This design comes from an exercise in tuning for small area on the open sky130 flow, not from production work. Function was checked by simulation only, so behaviour that the tests miss may differ from the original. No activity file was given, so power comes from the tool's default toggle rates.

// multiple
module multiple(
 input iClk,
 input iReset_n,
 input iChipSelect_n,
 input iWrite_n,
 input iRead_n,
 input [3:0] iAddress,
 input [31:0] iData,
 output reg [31:0] oData
 );
Size in the first run: roughly 1800 cells after synthesis, about 200 flip-flops, ~73 I/O pins, about 21000 sq um of cells after synthesis.
Settings: LEC_CHECK=0, CAP_MARGIN=20, CORE_MARGIN=2, CORE_UTILIZATION=40, CTS_BUF_LIST=sky130_fd_sc_hd__clkbuf_4, GPL_TIMING_DRIVEN=0, SLEW_MARGIN=20, SYNTH_HIERARCHICAL=1; clock period 9.0 ns.
run.sh (not shown) runs the stock make flow with config.mk's settings and CLKGATE_MAP_FILE= SYNTH_SCRIPT=/design/flow/synth_recipe.tcl, a recipe that flattens the netlist after the stock synthesis.
The starting point finished clean.
==> next run, changes <==
--- a/flow/config.mk
+++ b/flow/config.mk
@@ -10,4 +10,2 @@
 export CORE_UTILIZATION = 40
-export CTS_BUF_LIST = sky130_fd_sc_hd__clkbuf_4
-export GPL_TIMING_DRIVEN = 0
 export SLEW_MARGIN = 20
What happened:
- The new run completed with no timing, DRC or antenna violations
- sequential power is about the same
- via count goes down by a few percent
- maximum frequency is higher by a little under a tenth
==> next run, changes <==
--- a/flow/config.mk
+++ b/flow/config.mk
@@ -10,2 +10,5 @@
 export CORE_UTILIZATION = 40
+export CTS_BUF_LIST = sky130_fd_sc_hd__clkbuf_8
+export CTS_CLUSTER_SIZE = 30
+export GPL_TIMING_DRIVEN = 0
 export SLEW_MARGIN = 20
Cell count increases by a few percent.
Cell area increases slightly.
Core utilization increases by 0.84 points.
Clock-buffer cell count increases by 3.

* * *

== job 101 ==
multiple, a different RTL version from the one above (not shown whole).
For scale: roughly 1500 cells after synthesis, roughly 73 I/O pins, about 19000 um2 of cells after synthesis.
==> flow/config.mk <==
export PLATFORM = sky130hd
export DESIGN_NAME = multiple
export DESIGN_NICKNAME = multiple
export VERILOG_FILES = /design/flow/design.v
export SDC_FILE = /design/flow/constraint.sdc
export NUM_CORES = 4
export LEC_CHECK = 0
export CAP_MARGIN = 20
export CORE_MARGIN = 2
export CORE_UTILIZATION = 40
export CTS_CLUSTER_DIAMETER = 120
export CTS_CLUSTER_SIZE = 26
export GPL_TIMING_DRIVEN = 0
export SLEW_MARGIN = 20
export SYNTH_HIERARCHICAL = 1
==> flow/constraint.sdc <==
create_clock -name core_clock -period 9.0 [get_ports {iClk}]
set_input_delay 1.8000 -clock core_clock [delete_from_list [all_inputs] [get_ports {iClk}]]
set_output_delay 1.8000 -clock core_clock [all_outputs]
set_load 0.01 [all_outputs]
Inputs modified between job 101 and job 102:
Settings: CORE_UTILIZATION changed from 40 to 60; PLACE_DENSITY newly set to 0.72; GPL_TIMING_DRIVEN removed (was 0).
==> run summary <==
Comparing job 102 with job 101, the footprint of the multi-input gates came out essentially unchanged.
Taking job 101 as the reference, in job 102 horizontal die dimension lower, count of clock buffers in the final design higher.
> inputs changed (job 102 -> job 103)
Settings: a change of CORE_UTILIZATION from 60 to 40; a deleted PLACE_DENSITY that had been 0.72.
- The number of placement rows in job 102 is 0.810 times that in job 103.
- [compare] base=job 102 new=job 103: cell-internal power saw little to no change, relative area change from synthesis to final layout increased 1.2 points, design area went up about 1.1%, starting density of the core went down.
- Clock-buffer cell count ends up lower on job 103.
The following lists how job 104 was set up differently from job 103:
Settings: CTS_CLUSTER_SIZE: 26 -> 20; CTS_CLUSTER_DIAMETER: 120 -> 100.
## What came out
- Diff job 103 -> job 104: final critical-path setup slack rose 32 ps, portion of the layout cell area used by clock cells rose 0.48 points, clock tree buffer count of the final layout rose 35%.
- Compare job 103 and job 104 | area of all placed cells without fillers higher: job 104
- Comparing job 104 against job 103, there is no change at all in share of synthesized area spent on multiplexers.
Input changes introduced in job 105 (baseline for comparison: job 104):
Settings: removing CTS_CLUSTER_SIZE (formerly 20); removing CTS_CLUSTER_DIAMETER (formerly 100).
Findings:
- Job 105 against job 104: number of fill cells decreased 1.2%, post-route minimum period increased 21 ps, via count of the first global-routing pass essentially unchanged, worst hold margin decreased 6.3 ps, cell count increased about 1.1%.
- In job 105, the fraction of layout cells with a size suffix above 1 came out 1.5 points above the value in job 104.
- Clock network fraction of design power in job 105 is 7.6 points higher than in job 104
- Job 105 vs. job 104: final non-filler cell area went up by about 2.5%; met1 usage was more or less identical.

* * *

== run 1 ==
Another version of the RTL of multiple (not shown whole).
Size in the first run: about 1500 cells after synthesis, roughly 73 I/O pins, ~19000 sq um of cells after synthesis.
clock: 9.0 ns
lec_check: 0
cap_margin: 20
core_margin: 2
core_utilization: 40
cts_cluster_diameter: 150
cts_cluster_size: 30
place_density: 0.85
slew_margin: 20
synth_hierarchical: 1
standard.sh (not shown) runs the stock make flow with config.mk's settings and CLKGATE_MAP_FILE= SYNTH_SCRIPT=/design/flow/synth_recipe.tcl, a recipe that flattens the netlist after the stock synthesis.
==> flow/flow/run.sh <==
#!/bin/bash
# The standard layout, with the input and output port buffers made of the
# smallest buffer cell (every port still gets its own buffer).
set -euo pipefail
export BUFFER_PORTS_ARGS="-buffer_cell sky130_fd_sc_hd__buf_1"
bash standard.sh > standard_flow.log 2>&1
Edits applied to the flow inputs when going from run 1 to run 2:
--- a/flow/config.mk
+++ b/flow/config.mk
@@ -9,7 +9,6 @@
 export CORE_MARGIN = 2
 export CORE_UTILIZATION = 40
-export CTS_CLUSTER_DIAMETER = 150
-export CTS_CLUSTER_SIZE = 30
-export PLACE_DENSITY = 0.85
+export CTS_CLUSTER_DIAMETER = 120
+export CTS_CLUSTER_SIZE = 26
 export SLEW_MARGIN = 20
 export SYNTH_HIERARCHICAL = 1
## What came out
Of the two values seen for slowest cell on the critical path, sky130_fd_sc_hd__fa_1 was produced by run 1 and sky130_fd_sc_hd__dfstp_2 by run 2.
From run 1 to run 2 the numbers moved as follows: proportion of cell area spent on the clock network went up by 0.31 points; routed wire length increased by about 5% relative to the old numbers; placement-stage cell area has remained practically unchanged.
--- input diff run 2..run 3 ---
--- a/flow/config.mk
+++ b/flow/config.mk
@@ -9,6 +9,6 @@
 export CORE_MARGIN = 2
 export CORE_UTILIZATION = 40
-export CTS_CLUSTER_DIAMETER = 120
-export CTS_CLUSTER_SIZE = 26
+export CTS_CLUSTER_DIAMETER = 150
+export CTS_CLUSTER_SIZE = 30
 export SLEW_MARGIN = 20
 export SYNTH_HIERARCHICAL = 1
### Flow results
In terms of total global routing track utilization, run 2 and run 3 differ only marginally. On routed metal-1 wirelength, run 2 and run 3 are neck and neck. Area overhead of the layout relative to synthesis, run 2 and run 3, lower one = run 3. From run 2 to run 3 the numbers moved as follows: worst setup slack stayed essentially flat, worst slew margin relative to its limit rose by 1.5 points, flip-flop and latch share of the layout cell area stayed essentially flat. On total length of routed wires, the higher figure sits with run 2, not run 3. Logic gate share of total power in run 3 is 0.6 points higher than in run 2. Compared with run 2, in run 3 global routing usage on met2 saw a decrease, amount of wire on met3 after detailed routing saw little to no change.
The following lists how run 4 was set up differently from run 3:
--- a/flow/config.mk
+++ b/flow/config.mk
@@ -6,9 +6,9 @@
 export NUM_CORES = 4
 export LEC_CHECK = 0
-export CAP_MARGIN = 20
+export CAP_MARGIN = 5
 export CORE_MARGIN = 2
 export CORE_UTILIZATION = 40
 export CTS_CLUSTER_DIAMETER = 150
 export CTS_CLUSTER_SIZE = 30
-export SLEW_MARGIN = 20
+export SLEW_MARGIN = 5
 export SYNTH_HIERARCHICAL = 1
Notes after the runs:
~same final critical path time including I/O delays and setup in run 4 and run 3
Re fmax: no difference whatsoever between run 3 and run 4.
Non-clock buffer count: run 4 vs run 3 identical

* * *

Setup of v6:
multiple, a different RTL version from the one above (not shown whole).
Size in the first run: roughly 1,500 cells after synthesis, ~300 flip-flops, roughly 19,000 sq um of cells after synthesis.
export LEC_CHECK = 0
export CAP_MARGIN = 20
export CORE_MARGIN = 2
export CORE_UTILIZATION = 40
export CTS_CLUSTER_DIAMETER = 120
export CTS_CLUSTER_SIZE = 26
export SLEW_MARGIN = 20
export SYNTH_HIERARCHICAL = 1
create_clock -name core_clock -period 9.0 [get_ports {iClk}]
Scripts as last shown in full above: flow/flow/run.sh
Both conditions hold for v6: the flow ran to the end and the final layout passed the timing, design-rule and antenna checks.
For v7, these inputs were changed with respect to v6:
==> flow/run.sh (new file) <==
#!/bin/bash
# synth_recipe.tcl (not shown) runs the flow's synth.tcl, then flattens the netlist and writes it again
# the make line also repeats each setting of config.mk as NAME=value (left out here)
make -C /OpenROAD-flow-scripts/flow DESIGN_CONFIG=/design/flow/config.mk WORK_HOME=/design/flow/orfs CLKGATE_MAP_FILE= SYNTH_SCRIPT=/design/flow/synth_recipe.tcl finish
removed: flow/flow/run.sh
removed: flow/standard.sh
v7: done, clean on timing, DRC and antenna. v6 and v7 ended up with roughly the same power share of the clock group. [compare] base=v6 new=v7: area of all placed cells without fillers up 2.4%; final worst hold slack down 0.015 ns; final layout net count flat.

* * *

Another version of the RTL of multiple (not shown whole).
Size: roughly 300 flip-flops, about 0.019 sq mm of cells after synthesis.
clock: 9.0 ns
lec_check: 0
cap_margin: 20
core_margin: 2
core_utilization: 40
cts_cluster_diameter: 120
cts_cluster_size: 26
slew_margin: 20
synth_hierarchical: 1
==> flow/flow/run.sh <==
#!/bin/bash
# The standard layout, with the input and output port buffers made of the
# smallest buffer cell (every port still gets its own buffer), and ORFS's
# power recovery after global routing (downsizes cells on paths with slack).
set -euo pipefail
export BUFFER_PORTS_ARGS="-buffer_cell sky130_fd_sc_hd__buf_1"
export RECOVER_POWER=100
bash standard.sh > standard_flow.log 2>&1
The first run finished but failed the layout checks on capacitance limit, slew limit.
Edit:
==> flow/flow/run.sh (replaced) <==
#!/bin/bash
# The standard layout, with the input and output port buffers made of the
# smallest buffer cell (every port still gets its own buffer).
set -euo pipefail
export BUFFER_PORTS_ARGS="-buffer_cell sky130_fd_sc_hd__buf_1"
bash standard.sh > standard_flow.log 2>&1
Now the flow passed the timing, design-rule and antenna checks.
Count of clock-buffer cells in the layout does not change.
Power barely changes.
Sequential power hardly moves.
Hold slack stays flat.
Wire length hardly moves.
Synthesized cell count does not change.
Final area rose by 0.50%.
Sequential share of layout area fell by 0.20 points.

[re-timing with driven ports]
Ports are ideal in the flow. The routed layouts listed here were re-timed in OpenROAD.
Step 1, drivers: a clkbuf_16 drives iClk and a buf_2 each remaining input, both assumed.
Step 2 also shifts input and output timing later by t, the mid clock arrival at the registers, as if the neighbouring blocks saw the same clock.
Slacks: ideal / step 1 / step 2; pairs: ideal / step 1.
run | t (ns) | slack for setup (ns) | cell pins on the clock port's net
the first run of note 1 | 0.682 | 0.243 / 0.243 / 0.243 | 1
the second run of note 1 | 0.554 | 0.959 / 0.959 / 0.959 | 1
the third run of note 1 | 0.559 | 0.263 / 0.263 / 0.263 | 1
job 101 | 0.544 | 0.544 / 0.544 / 0.544 | 1
job 102 | 0.538 | 0.951 / 0.951 / 0.951 | 1
job 103 | 0.536 | 1.024 / 1.024 / 1.024 | 1
job 104 | 0.555 | 1.057 / 1.057 / 1.057 | 1
job 105 | 0.595 | 1.036 / 1.036 / 1.036 | 1
run 1 | 0.538 | 0.529 / 0.529 / 0.529 | 1
run 2 | 0.550 | 0.814 / 0.814 / 0.814 | 1
run 3 | 0.545 | 0.814 / 0.814 / 0.814 | 1
run 4 | 0.545 | 0.814 / 0.814 / 0.814 | 1
v6 | 0.542 | 0.733 / 0.733 / 0.733 | 1
v7 | 0.549 | 0.800 / 0.800 / 0.800 | 1
the first run of note 5 | 0.548 | 0.644 / 0.644 / 0.644 | 1
the second run of note 5 | 0.550 | 0.814 / 0.814 / 0.814 | 1
